This is an optimization exercise on Yosys and OpenROAD, whose aim is small area, a short achievable clock period and few clock cycles, not a production implementation.
At most, simulation tests tie the RTL to the original design; equivalence was not proved.

## 01-09
// ALU
module ALU #(
    parameter DATA_W = 32
)
(
    input                       i_clk,    
    input                       i_rst_n,  
    input                       i_valid,  
    input [DATA_W - 1 : 0]      i_A,      
    input [DATA_W - 1 : 0]      i_B,      
    input [         2 : 0]      i_inst,   
    output [2*DATA_W - 1 : 0]   o_data,   
    output                      o_done    
);
    reg         s_ex, s_mul, s_mulf, s_div;
    reg         done;
    reg         y_hc;       
    reg         y_sx;       
    reg         y_dv;       
    reg         e_sum, e_slt, e_div;  
    reg         e_sub;      
    reg  [4:0]  cnt;
    reg  [31:0] hi, lo;     
    reg  [31:0] opb;        
    reg  [31:0] hc;         
    reg         cy;         
    reg         satf, sats; 
    reg         sltf;       
    wire        idle = ~(s_ex | s_mul | s_mulf | s_div);
    assign o_data = {hi, satf ? {sats, {31{~sats}}} : {lo[31:1], lo[0] | sltf}};
    assign o_done = done;
    wire [35:0] p0 = {4'd0, opb & {32{lo[0]}}};
    wire [35:0] p1 = {3'd0, opb & {32{lo[1]}}, 1'b0};
    wire [35:0] p2 = {2'd0, opb & {32{lo[2]}}, 2'b0};
    wire [35:0] p3 = {1'd0, opb & {32{lo[3]}}, 3'b0};
    wire [35:0] p4 = {4'd0, hi};
    wire [35:0] p5 = {4'd0, hc};
  ...
==> module ALU, before the edit <==
module ALU #(
    parameter DATA_W = 32
)
(
    input                       i_clk,    
    input                       i_rst_n,  
    input                       i_valid,  
    input [DATA_W - 1 : 0]      i_A,      
    input [DATA_W - 1 : 0]      i_B,      
    input [         2 : 0]      i_inst,   
    output [2*DATA_W - 1 : 0]   o_data,   
    output                      o_done    
);
    reg         s_ex, s_mul, s_mulf, s_div;
    reg         done;
    reg         y_hc;       
    reg         y_sx;       
    reg         y_dv;       
    reg         e_sum, e_slt, e_div;  
    reg         e_sub;      
    reg  [4:0]  cnt;
    reg  [31:0] hi, lo;     
    reg  [31:0] opb;        
    reg  [31:0] hc;         
    reg         cy;         
    reg         satf, sats; 
    reg         sltf;       
    wire        idle = ~(s_ex | s_mul | s_mulf | s_div);
    assign o_data = {hi, satf ? {sats, {31{~sats}}} : {lo[31:1], lo[0] | sltf}};
    assign o_done = done;
    wire [35:0] p0 = {4'd0, opb & {32{lo[0]}}};
    wire [35:0] p1 = {3'd0, opb & {32{lo[1]}}, 1'b0};
    wire [35:0] p2 = {2'd0, opb & {32{lo[2]}}, 2'b0};
    wire [35:0] p3 = {1'd0, opb & {32{lo[3]}}, 3'b0};
    wire [35:0] p4 = {4'd0, hi};
    wire [35:0] p5 = {4'd0, hc};
    wire [35:0] s1a = p0 ^ p1 ^ p2;
    wire [35:0] c1a = {((p0 & p1) | (p0 & p2) | (p1 & p2)), 1'b0};
    wire [35:0] s1b = p3 ^ p4 ^ p5;
    wire [35:0] c1b = {((p3 & p4) | (p3 & p5) | (p4 & p5)), 1'b0};
    wire [35:0] s2  = s1a ^ c1a ^ s1b;
    wire [35:0] c2  = {((s1a & c1a) | (s1a & s1b) | (c1a & s1b)), 1'b0};
    wire [35:0] s3  = s2 ^ c2 ^ c1b;
    wire [35:0] c3  = {((s2 & c2) | (s2 & c1b) | (c2 & c1b)), 1'b0};
    wire [4:0]  nib = {1'b0, s3[3:0]} + {1'b0, c3[3:0]} + {4'd0, cy};
    wire [31:0] xa    = hi;
    wire        xs    = y_sx & hi[31];
    wire [31:0] ya    = opb;
    wire        ys    = (y_sx & opb[31]) | y_dv;
    wire        ac    = y_dv | e_sub | (y_hc & cy);
    wire [32:0] sum;
    pfx_add #(33) u_add (.a({xs, xa}), .b({ys, ya}), .c(ac), .s(sum));
    integer k;
    reg  [31:0] brev;
    always @(*) for (k = 0; k < 32; k = k + 1) brev[k] = opb[31-k];
    wire [31:0] shin  = s_ex ? brev : i_A;
    wire [4:0]  shamt = s_ex ? cnt : i_B[4:0];
    wire        fill  = s_ex | i_A[31];    
    wire [63:0] shx   = {{32{fill}}, shin} >> shamt;
    reg  [31:0] bnorm;
    always @(*) for (k = 0; k < 32; k = k + 1) bnorm[k] = shx[31-k];
    wire        bbig  = |i_B[31:5];
    wire [31:0] sra   = bbig ? {32{i_A[31]}} : shx[31:0];
    wire [4:0]  clzb, clza;
    clz32 u_clzb (.x(i_B), .n(clzb));
    clz32 u_clza (.x(i_A), .n(clza));
    wire        bzero = ~|i_B;
    wire [4:0]  dlz   = clzb - clza;
    wire        aless = clza > clzb;        
    wire        dp0   = clza == clzb;       
    wire        dnow  = bzero | aless;      
    wire        op_as  = (i_inst == 3'd0) | (i_inst == 3'd1);
    wire        op_sub = (i_inst == 3'd1) | (i_inst == 3'd4);
    wire        op_lo  = (i_inst == 3'd2) | (i_inst == 3'd3) | (i_inst == 3'd5);  
    wire        op_mul = (i_inst == 3'd6);
    wire        op_div = (i_inst == 3'd7);
    reg  [31:0] lo_iss;
    always @(*) begin
        case (i_inst)
            3'd2:    lo_iss = i_A & i_B;
            3'd3:    lo_iss = i_A | i_B;
            3'd5:    lo_iss = sra;
            3'd7:    lo_iss = bzero ? 32'h7fffffff : 32'd0;
            default: lo_iss = i_A;
        endcase
    end
    wire        last  = (cnt == 5'd0);
    wire        rneg  = sum[32];
    wire        q     = ~sum[32];           
    wire        ovf   = sum[32] ^ sum[31];
    wire        go      = idle & i_valid;
    wire        n_ex    = go & ~op_lo & ~op_mul & ~(op_div & (dnow | dp0));
    wire        n_mul   = (go & op_mul) | (s_mul & ~last);
    wire        n_mulf  = s_mul & last;
    wire        n_div   = (go & op_div & ~dnow & dp0) | (s_ex & e_div) | (s_div & ~last);
    wire        n_exdiv = go & op_div & ~dnow & ~dp0;    
    wire        n_done  = (go & (op_lo | (op_div & dnow))) | (s_ex & ~e_div) |
                          s_mulf | (s_div & last);
    always @(posedge i_clk or negedge i_rst_n) begin
        if (!i_rst_n) begin
            s_ex   <= 1'b0;
            s_mul  <= 1'b0;
            s_mulf <= 1'b0;
            s_div  <= 1'b0;
            done   <= 1'b0;
        end else begin
            s_ex   <= n_ex;
            s_mul  <= n_mul;
            s_mulf <= n_mulf;
            s_div  <= n_div;
            done   <= n_done;
        end
    end
    always @(posedge i_clk) begin
        y_hc  <= n_mulf;
        y_sx  <= n_ex & ~op_div;
        y_dv  <= n_div;
        cy    <= idle ? 1'b0 : nib[4];
        e_sum <= op_as;
        e_slt <= (i_inst == 3'd4);
        e_div <= op_div;
        e_sub <= idle & op_sub;
        hc   <= idle ? 32'd0 : c3[35:4];
        cnt  <= idle ? (i_inst[0] ? dlz : 5'd7) : s_ex ? cnt : cnt - 5'd1;
        satf <= s_ex & e_sum & ovf;
        sats <= rneg;
        sltf <= s_ex & e_slt & rneg;
        hi <= ({32{idle & (op_as | op_sub | op_div)}} & i_A) |
              ({32{s_mul}} & s3[35:4]) |
              ({32{s_ex & e_div}} & hi) |
              ({32{s_mulf | (s_div & q)}} & sum[31:0]) |
              ({32{s_div & ~q}} & hi);
        if (idle)        lo <= lo_iss;
        else if (s_ex)   lo <= {32{e_sum}} & sum[31:0];
        else if (s_mul)  lo <= {nib[3:0], lo[31:4]};
        else if (s_div)  lo <= {lo[30:0], q};
        if (idle)        opb <= i_B ^ {32{op_sub | op_div}};
        else if (s_ex)   opb <= bnorm;
        else if (s_mul & last) opb <= c3[35:4];      
        else if (s_div)  opb <= {1'b1, opb[31:1]};
    end
endmodule
Settings: LEC_CHECK=0, CAP_MARGIN=20, CORE_MARGIN=2, CORE_UTILIZATION=40, SETUP_SLACK_MARGIN=3.3, SLEW_MARGIN=20; clock period 7.0 ns.
standard.sh (not shown) runs the stock make flow with config.mk's settings and CLKGATE_MAP_FILE= SYNTH_SCRIPT=/design/flow/synth_recipe.tcl, a recipe that flattens the netlist after the stock synthesis.
==> flow/flow/run.sh <==
#!/bin/bash
# The standard layout (the standard.sh: ORFS synthesis to final layout),
# with one ORFS setting changed: the port buffers are buf_2 cells instead of
# the resizer's default pick (a delay cell); every input and output port
# still gets a buffer.
set -euo pipefail
export BUFFER_PORTS_ARGS="-buffer_cell sky130_fd_sc_hd__buf_2"
bash standard.sh > standard.log 2>&1
Looking at the reports, 01-09 completed the entire flow and the layout it produced met the timing, design-rule and antenna checks.
Testbench counts of 01-09, summed over its fixed seeds: cycles 9,458.
Changes in 03-17 relative to 01-09:
diff --git a/flow/design.v b/flow/design.v
--- a/flow/design.v
+++ b/flow/design.v
@@ -64,8 +64,9 @@
     wire [4:0]  clzb, clza;
     clz32 u_clzb (.x(i_B), .n(clzb));
     clz32 u_clza (.x(i_A), .n(clza));
     wire        bzero = ~|i_B;
+    wire        mzero = bzero | ~|i_A;      
     wire [4:0]  dlz   = clzb - clza;
     wire        aless = clza > clzb;        
     wire        dp0   = clza == clzb;       
     wire        dnow  = bzero | aless;      
@@ -79,8 +80,9 @@
         case (i_inst)
             3'd2:    lo_iss = i_A & i_B;
             3'd3:    lo_iss = i_A | i_B;
             3'd5:    lo_iss = sra;
+            3'd6:    lo_iss = bzero ? 32'd0 : i_A;
             3'd7:    lo_iss = bzero ? 32'h7fffffff : 32'd0;
             default: lo_iss = i_A;
         endcase
     end
@@ -89,13 +91,13 @@
     wire        q     = ~sum[32];           
     wire        ovf   = sum[32] ^ sum[31];
     wire        go      = idle & i_valid;
     wire        n_ex    = go & ~op_lo & ~op_mul & ~(op_div & (dnow | dp0));
-    wire        n_mul   = (go & op_mul) | (s_mul & ~last);
+    wire        n_mul   = (go & op_mul & ~mzero) | (s_mul & ~last);
     wire        n_mulf  = s_mul & last;
     wire        n_div   = (go & op_div & ~dnow & dp0) | (s_ex & e_div) | (s_div & ~last);
     wire        n_exdiv = go & op_div & ~dnow & ~dp0;    
-    wire        n_done  = (go & (op_lo | (op_div & dnow))) | (s_ex & ~e_div) |
+    wire        n_done  = (go & (op_lo | (op_div & dnow) | (op_mul & mzero))) | (s_ex & ~e_div) |
                           s_mulf | (s_div & last);
     always @(posedge i_clk or negedge i_rst_n) begin
         if (!i_rst_n) begin
             s_ex   <= 1'b0;
==> comparison <==
- On number of cells traversed by the worst register-to-register path, the lower figure sits with 01-09, not 03-17.
- [diff] setup slack, 03-17 relative to 01-09: regression
- ~same register-to-register slack in 01-09 and 03-17
- Wire length delta for 03-17 relative to 01-09: 8900 µm higher
- Between 01-09 and 03-17, number of buffers inserted by post-CTS setup repair is higher for 03-17, 01-09 comes in under that.
- 01-09 has a higher fraction of the mapped netlist area in adder cells than 03-17.
Function not checked in 03-17: the RTL went through the layout flow alone.

* * *

The RTL this note starts from:
==> flow/design.v <==
module ALU #(
    parameter DATA_W = 32
)
(
    input                       i_clk,    
    input                       i_rst_n,  
    input                       i_valid,  
    input [DATA_W - 1 : 0]      i_A,      
    input [DATA_W - 1 : 0]      i_B,      
    input [         2 : 0]      i_inst,   
    output [2*DATA_W - 1 : 0]   o_data,   
    output                      o_done    
);
    reg         s_ex, s_mul, s_mulf, s_div, s_divc;
    reg         done;
    reg         x_hi;       
    reg         x_rs;       
    reg         x_lo;       
    reg         y_hc;       
    reg         y_sx;       
    reg         inv;        
    reg         e_sum, e_slt, e_sra, e_div;  
    reg         e_sub;      
    reg  [4:0]  cnt;
    reg  [31:0] hi, lo;     
    reg  [31:0] opb;        
    reg  [31:0] hc;         
    reg         cy;         
    reg         rs;         
    reg         satf, sats; 
    wire        idle = ~(s_ex | s_mul | s_mulf | s_div | s_divc);
    assign o_data = {hi, satf ? {sats, {31{~sats}}} : lo};
    assign o_done = done;
    wire [35:0] p0 = {4'd0, opb & {32{lo[0]}}};
    wire [35:0] p1 = {3'd0, opb & {32{lo[1]}}, 1'b0};
    wire [35:0] p2 = {2'd0, opb & {32{lo[2]}}, 2'b0};
    wire [35:0] p3 = {1'd0, opb & {32{lo[3]}}, 3'b0};
    wire [35:0] p4 = {4'd0, hi};
    wire [35:0] p5 = {4'd0, hc};
    wire [35:0] s1a = p0 ^ p1 ^ p2;
    wire [35:0] c1a = {((p0 & p1) | (p0 & p2) | (p1 & p2)), 1'b0};
    wire [35:0] s1b = p3 ^ p4 ^ p5;
    wire [35:0] c1b = {((p3 & p4) | (p3 & p5) | (p4 & p5)), 1'b0};
    wire [35:0] s2  = s1a ^ c1a ^ s1b;
    wire [35:0] c2  = {((s1a & c1a) | (s1a & s1b) | (c1a & s1b)), 1'b0};
    wire [35:0] s3  = s2 ^ c2 ^ c1b;
    wire [35:0] c3  = {((s2 & c2) | (s2 & c1b) | (c2 & c1b)), 1'b0};
    wire [4:0]  nib = {1'b0, s3[3:0]} + {1'b0, c3[3:0]} + {4'd0, cy};
    wire [31:0] xa    = x_hi ? hi : lo;
    wire        xs    = (x_rs & rs) | (x_lo & lo[31]);
    wire [31:0] ya    = (y_hc ? hc : opb) ^ {32{inv}};
    wire        ys    = (y_sx & opb[31]) ^ inv;
    wire        ac    = inv | e_sub | (y_hc & cy);
    wire [35:0] sum;
    pfx_add #(36) u_add (.a({{4{xs}}, xa}), .b({{4{ys}}, ya}), .c(ac), .s(sum));
    integer k;
    reg  [31:0] brev;
    always @(*) for (k = 0; k < 32; k = k + 1) brev[k] = opb[31-k];
    wire [31:0] shin  = e_div ? brev : lo;
    wire [4:0]  shamt = e_div ? cnt : opb[4:0];
    wire        fill  = ~e_div & lo[31];
    wire [63:0] shx   = {{32{fill}}, shin} >> shamt;
    reg  [31:0] bnorm;
    always @(*) for (k = 0; k < 32; k = k + 1) bnorm[k] = shx[31-k];
    wire        bbig  = |opb[31:5];
    wire [31:0] sra   = bbig ? {32{lo[31]}} : shx[31:0];
    reg  [4:0]  clzb, clza;
    always @(*) begin
        clzb = 5'd31;
        clza = 5'd31;
        for (k = 0; k < 32; k = k + 1) begin
            if (i_B[k]) clzb = 5'd31 - k[4:0];
            if (i_A[k]) clza = 5'd31 - k[4:0];
        end
    end
    wire        bzero = ~|i_B;
    wire [5:0]  dlz   = {1'b0, clzb} - {1'b0, clza};
    wire        aless = dlz[5];             
    wire        dp0   = (dlz == 6'd0);      
    wire        dnow  = bzero | aless;      
    wire        op_as  = (i_inst == 3'd0) | (i_inst == 3'd1);
    wire        op_sub = (i_inst == 3'd1) | (i_inst == 3'd4);
    wire        op_lo  = (i_inst == 3'd2) | (i_inst == 3'd3);
    wire        op_mul = (i_inst == 3'd6);
    wire        op_div = (i_inst == 3'd7);
    reg  [31:0] lo_iss;
    always @(*) begin
        case (i_inst)
            3'd2:    lo_iss = i_A & i_B;
            3'd3:    lo_iss = i_A | i_B;
            3'd7:    lo_iss = bzero ? 32'h7fffffff : (aless | dp0) ? 32'd0 : i_A;
            default: lo_iss = i_A;
        endcase
    end
    wire        last  = (cnt == 5'd0);
    wire        rneg  = sum[32];
    wire        ovf   = sum[32] ^ sum[31];
    wire        go      = idle & i_valid;
    wire        n_ex    = go & ~op_lo & ~op_mul & ~(op_div & (dnow | dp0));
    wire        n_mul   = (go & op_mul) | (s_mul & ~last);
    wire        n_mulf  = s_mul & last;
    wire        n_div   = (go & op_div & ~dnow & dp0) | (s_ex & e_div) | (s_div & ~last);
    wire        n_divc  = s_div & last & rneg;
    wire        n_done  = (go & (op_lo | (op_div & dnow))) | (s_ex & ~e_div) |
                          s_mulf | s_divc | (s_div & last & ~rneg);
    always @(posedge i_clk or negedge i_rst_n) begin
        if (!i_rst_n) begin
            s_ex   <= 1'b0;
            s_mul  <= 1'b0;
            s_mulf <= 1'b0;
            s_div  <= 1'b0;
            s_divc <= 1'b0;
            done   <= 1'b0;
        end else begin
            s_ex   <= n_ex;
            s_mul  <= n_mul;
            s_mulf <= n_mulf;
            s_div  <= n_div;
            s_divc <= n_divc;
            done   <= n_done;
        end
    end
    always @(posedge i_clk) begin
        x_hi  <= n_mulf | n_div | n_divc;
        x_rs  <= n_div | n_divc;
        x_lo  <= ~(n_mulf | n_div | n_divc);
        y_hc  <= n_mulf;
        y_sx  <= ~(n_mulf | n_div | n_divc);
        inv   <= (go & op_div) | (s_ex & e_div) | (s_div & ~last & ~rneg);
        cy    <= idle ? 1'b0 : nib[4];
        rs    <= (idle | s_ex) ? 1'b0 : rneg;
        if (idle) begin
            e_sum <= op_as;
            e_slt <= (i_inst == 3'd4);
            e_sra <= (i_inst == 3'd5);
            e_div <= op_div;
            e_sub <= op_sub;
        end else begin
            e_sub <= 1'b0;
        end
        hc   <= idle ? 32'd0 : c3[35:4];
        cnt  <= idle ? (i_inst[0] ? dlz[4:0] : 5'd7) : s_ex ? cnt : cnt - 5'd1;
        satf <= s_ex & e_sum & ovf;
        sats <= rneg;
        if (idle)        hi <= (op_div & (dnow | dp0)) ? i_A : 32'd0;
        else if (s_ex)   hi <= e_div ? lo : 32'd0;
        else if (s_mul)  hi <= s3[35:4];
        else             hi <= sum[31:0];
        if (idle)        lo <= lo_iss;
        else if (s_ex)   lo <= ({32{e_sum}} & sum[31:0]) | {31'd0, e_slt & rneg} |
                               ({32{e_sra}} & sra);
        else if (s_mul)  lo <= {nib[3:0], lo[31:4]};
        else if (s_div)  lo <= {lo[30:0], ~rneg};
        if (idle)        opb <= i_B ^ {32{op_sub}};
        else if (s_ex)   opb <= bnorm;
        else if (s_div & ~last) opb <= {1'b0, opb[31:1]};
    end
endmodule
module pfx_add #(parameter N = 36) (
    input  [N-1:0] a,
    input  [N-1:0] b,
    input          c,
    output [N-1:0] s
);
    localparam L = $clog2(N + 1);
    wire [N:0] g [0:L];
    wire [N:0] p [0:L];
    assign g[0] = {a & b, c};
    assign p[0] = {a ^ b, 1'b0};
    genvar i, j;
    generate
        for (i = 0; i < L; i = i + 1) begin : lv
            for (j = 0; j <= N; j = j + 1) begin : bt
                if ((j >> i) & 1) begin : m
                    assign g[i+1][j] = g[i][j] | (p[i][j] & g[i][((j >> i) << i) - 1]);
                    assign p[i+1][j] = p[i][j] & p[i][((j >> i) << i) - 1];
                end else begin : t
                    assign g[i+1][j] = g[i][j];
                    assign p[i+1][j] = p[i][j];
                end
            end
        end
    endgenerate
    assign s = p[0][N:1] ^ g[L][N-1:0];
endmodule
Settings: LEC_CHECK=0, CAP_MARGIN=20, CORE_MARGIN=2, CORE_UTILIZATION=40, SETUP_SLACK_MARGIN=2.5, SLEW_MARGIN=20; clock period 7.0 ns.
run.sh (not shown) runs the stock make flow with config.mk's settings and CLKGATE_MAP_FILE= SYNTH_SCRIPT=/design/flow/synth_recipe.tcl, a recipe that flattens the netlist after the stock synthesis.
Stock flow here: none of the scripts above is used.
The first run ran to the end with no violations.
Rerun with:
--- a/flow/design.v
+++ b/flow/design.v
@@ -26,12 +26,13 @@
     reg  [31:0] opb;        
     reg  [31:0] hc;         
     reg         cy;         
     reg         rs;         
     reg         satf, sats; 
+    reg         sltf;       
     wire        idle = ~(s_ex | s_mul | s_mulf | s_div | s_divc);
-    assign o_data = {hi, satf ? {sats, {31{~sats}}} : lo};
+    assign o_data = {hi, satf ? {sats, {31{~sats}}} : {lo[31:1], lo[0] | sltf}};
     assign o_done = done;
     wire [35:0] p0 = {4'd0, opb & {32{lo[0]}}};
     wire [35:0] p1 = {3'd0, opb & {32{lo[1]}}, 1'b0};
     wire [35:0] p2 = {2'd0, opb & {32{lo[2]}}, 2'b0};
     wire [35:0] p3 = {1'd0, opb & {32{lo[3]}}, 3'b0};
@@ -49,12 +50,12 @@
     wire [31:0] xa    = x_hi ? hi : lo;
     wire        xs    = (x_rs & rs) | (x_lo & lo[31]);
     wire [31:0] ya    = (y_hc ? hc : opb) ^ {32{inv}};
     wire        ys    = (y_sx & opb[31]) ^ inv;
     wire        ac    = inv | e_sub | (y_hc & cy);
-    wire [35:0] sum;
-    pfx_add #(36) u_add (.a({{4{xs}}, xa}), .b({{4{ys}}, ya}), .c(ac), .s(sum));
+    wire [32:0] sum;
+    pfx_add #(33) u_add (.a({xs, xa}), .b({ys, ya}), .c(ac), .s(sum));
     integer k;
     reg  [31:0] brev;
     always @(*) for (k = 0; k < 32; k = k + 1) brev[k] = opb[31-k];
     wire [31:0] shin  = e_div ? brev : lo;
     wire [4:0]  shamt = e_div ? cnt : opb[4:0];
@@ -86,11 +87,11 @@
     reg  [31:0] lo_iss;
     always @(*) begin
         case (i_inst)
             3'd2:    lo_iss = i_A & i_B;
             3'd3:    lo_iss = i_A | i_B;
-            3'd7:    lo_iss = bzero ? 32'h7fffffff : (aless | dp0) ? 32'd0 : i_A;
+            3'd7:    lo_iss = bzero ? 32'h7fffffff : 32'd0;
             default: lo_iss = i_A;
         endcase
     end
     wire        last  = (cnt == 5'd0);
     wire        rneg  = sum[32];
@@ -140,17 +141,17 @@
         end
         hc   <= idle ? 32'd0 : c3[35:4];
         cnt  <= idle ? (i_inst[0] ? dlz[4:0] : 5'd7) : s_ex ? cnt : cnt - 5'd1;
         satf <= s_ex & e_sum & ovf;
         sats <= rneg;
-        if (idle)        hi <= (op_div & (dnow | dp0)) ? i_A : 32'd0;
-        else if (s_ex)   hi <= e_div ? lo : 32'd0;
+        sltf <= s_ex & e_slt & rneg;
+        if (idle)        hi <= op_div ? i_A : 32'd0;
+        else if (s_ex)   hi <= e_div ? hi : 32'd0;
         else if (s_mul)  hi <= s3[35:4];
         else             hi <= sum[31:0];
         if (idle)        lo <= lo_iss;
-        else if (s_ex)   lo <= ({32{e_sum}} & sum[31:0]) | {31'd0, e_slt & rneg} |
-                               ({32{e_sra}} & sra);
+        else if (s_ex)   lo <= ({32{e_sum}} & sum[31:0]) | ({32{e_sra}} & sra);
         else if (s_mul)  lo <= {nib[3:0], lo[31:4]};
         else if (s_div)  lo <= {lo[30:0], ~rneg};
         if (idle)        opb <= i_B ^ {32{op_sub}};
         else if (s_ex)   opb <= bnorm;
         else if (s_div & ~last) opb <= {1'b0, opb[31:1]};
@@ -160,22 +161,22 @@
     input  [N-1:0] a,
     input  [N-1:0] b,
     input          c,
     output [N-1:0] s
 );
-    localparam L = $clog2(N + 1);
+    localparam L = (N < 16) ? 4 : (N < 32) ? 5 : (N < 64) ? 6 : 7;
     wire [N:0] g [0:L];
     wire [N:0] p [0:L];
     assign g[0] = {a & b, c};
     assign p[0] = {a ^ b, 1'b0};
     genvar i, j;
     generate
         for (i = 0; i < L; i = i + 1) begin : lv
             for (j = 0; j <= N; j = j + 1) begin : bt
-                if ((j >> i) & 1) begin : m
-                    assign g[i+1][j] = g[i][j] | (p[i][j] & g[i][((j >> i) << i) - 1]);
-                    assign p[i+1][j] = p[i][j] & p[i][((j >> i) << i) - 1];
+                if (j >= (1 << i)) begin : m
+                    assign g[i+1][j] = g[i][j] | (p[i][j] & g[i][j - (1 << i)]);
+                    assign p[i+1][j] = p[i][j] & p[i][j - (1 << i)];
                 end else begin : t
                     assign g[i+1][j] = g[i][j];
                     assign p[i+1][j] = p[i][j];
                 end
             end
Result: Clock-buffer cell count climbs by 5. Cell area drops by 5.5%. Global-route usage drops by 1.5 points. Synthesized area stays flat. Cell count drops by 4.4%. Die area hardly moves. Via count drops by 4.6%. Setup slack improved by 0.62 ns. Hold slack hardly moves. Maximum frequency climbs by 14%. Critical path depth climbs by 3. Wire length drops by 4.9%.
Testbench counts after the change, summed over its fixed seeds: cycles 9,974.
Only the layout flow was run in the first run of this note; the RTL was not checked for function there.

[re-timing with driven ports]
The flow's constraints put no driver on any port. The routed layouts listed below were extracted and timed again, unchanged, in two steps. Step 1 sets driving cells, clkbuf_16 on the clock port and buf_2 on the other inputs (assumed; they add their load-dependent delay and slew). Step 2 moves the port delays by t, midway between the first and last clock arrival at a register: inputs arrive t later, outputs are due t later. That takes back most of the time a late clock gives input paths. Slacks: no drivers / after step 1 / after step 2; pairs: no drivers / after step 1.
| run | t (ns) | setup WS [ns] | hold WS [ns] | worst setup path at the end |
|---|---|---|---|---|
| 01-09 | 0.505 | 3.241 / 3.257 / 2.752 | 0.561 / 0.561 / 0.561 | input to register |
| 03-17 | 0.538 | 3.231 / 3.263 / 2.725 | 0.543 / 0.543 / 0.543 | input to register |
| the first run of note 2 | 0.516 | 1.984 / 2.014 / 1.498 | 0.613 / 0.613 / 0.613 | input to register |
| the second run of note 2 | 0.540 | 2.604 / 2.620 / 2.093 | 0.613 / 0.613 / 0.613 | input to register |
After both steps setup and hold are still met in every run listed. The setup slack of the second run of note 2, which loses most, moves by +0.016 ns with the drivers and by -0.511 ns with both steps.
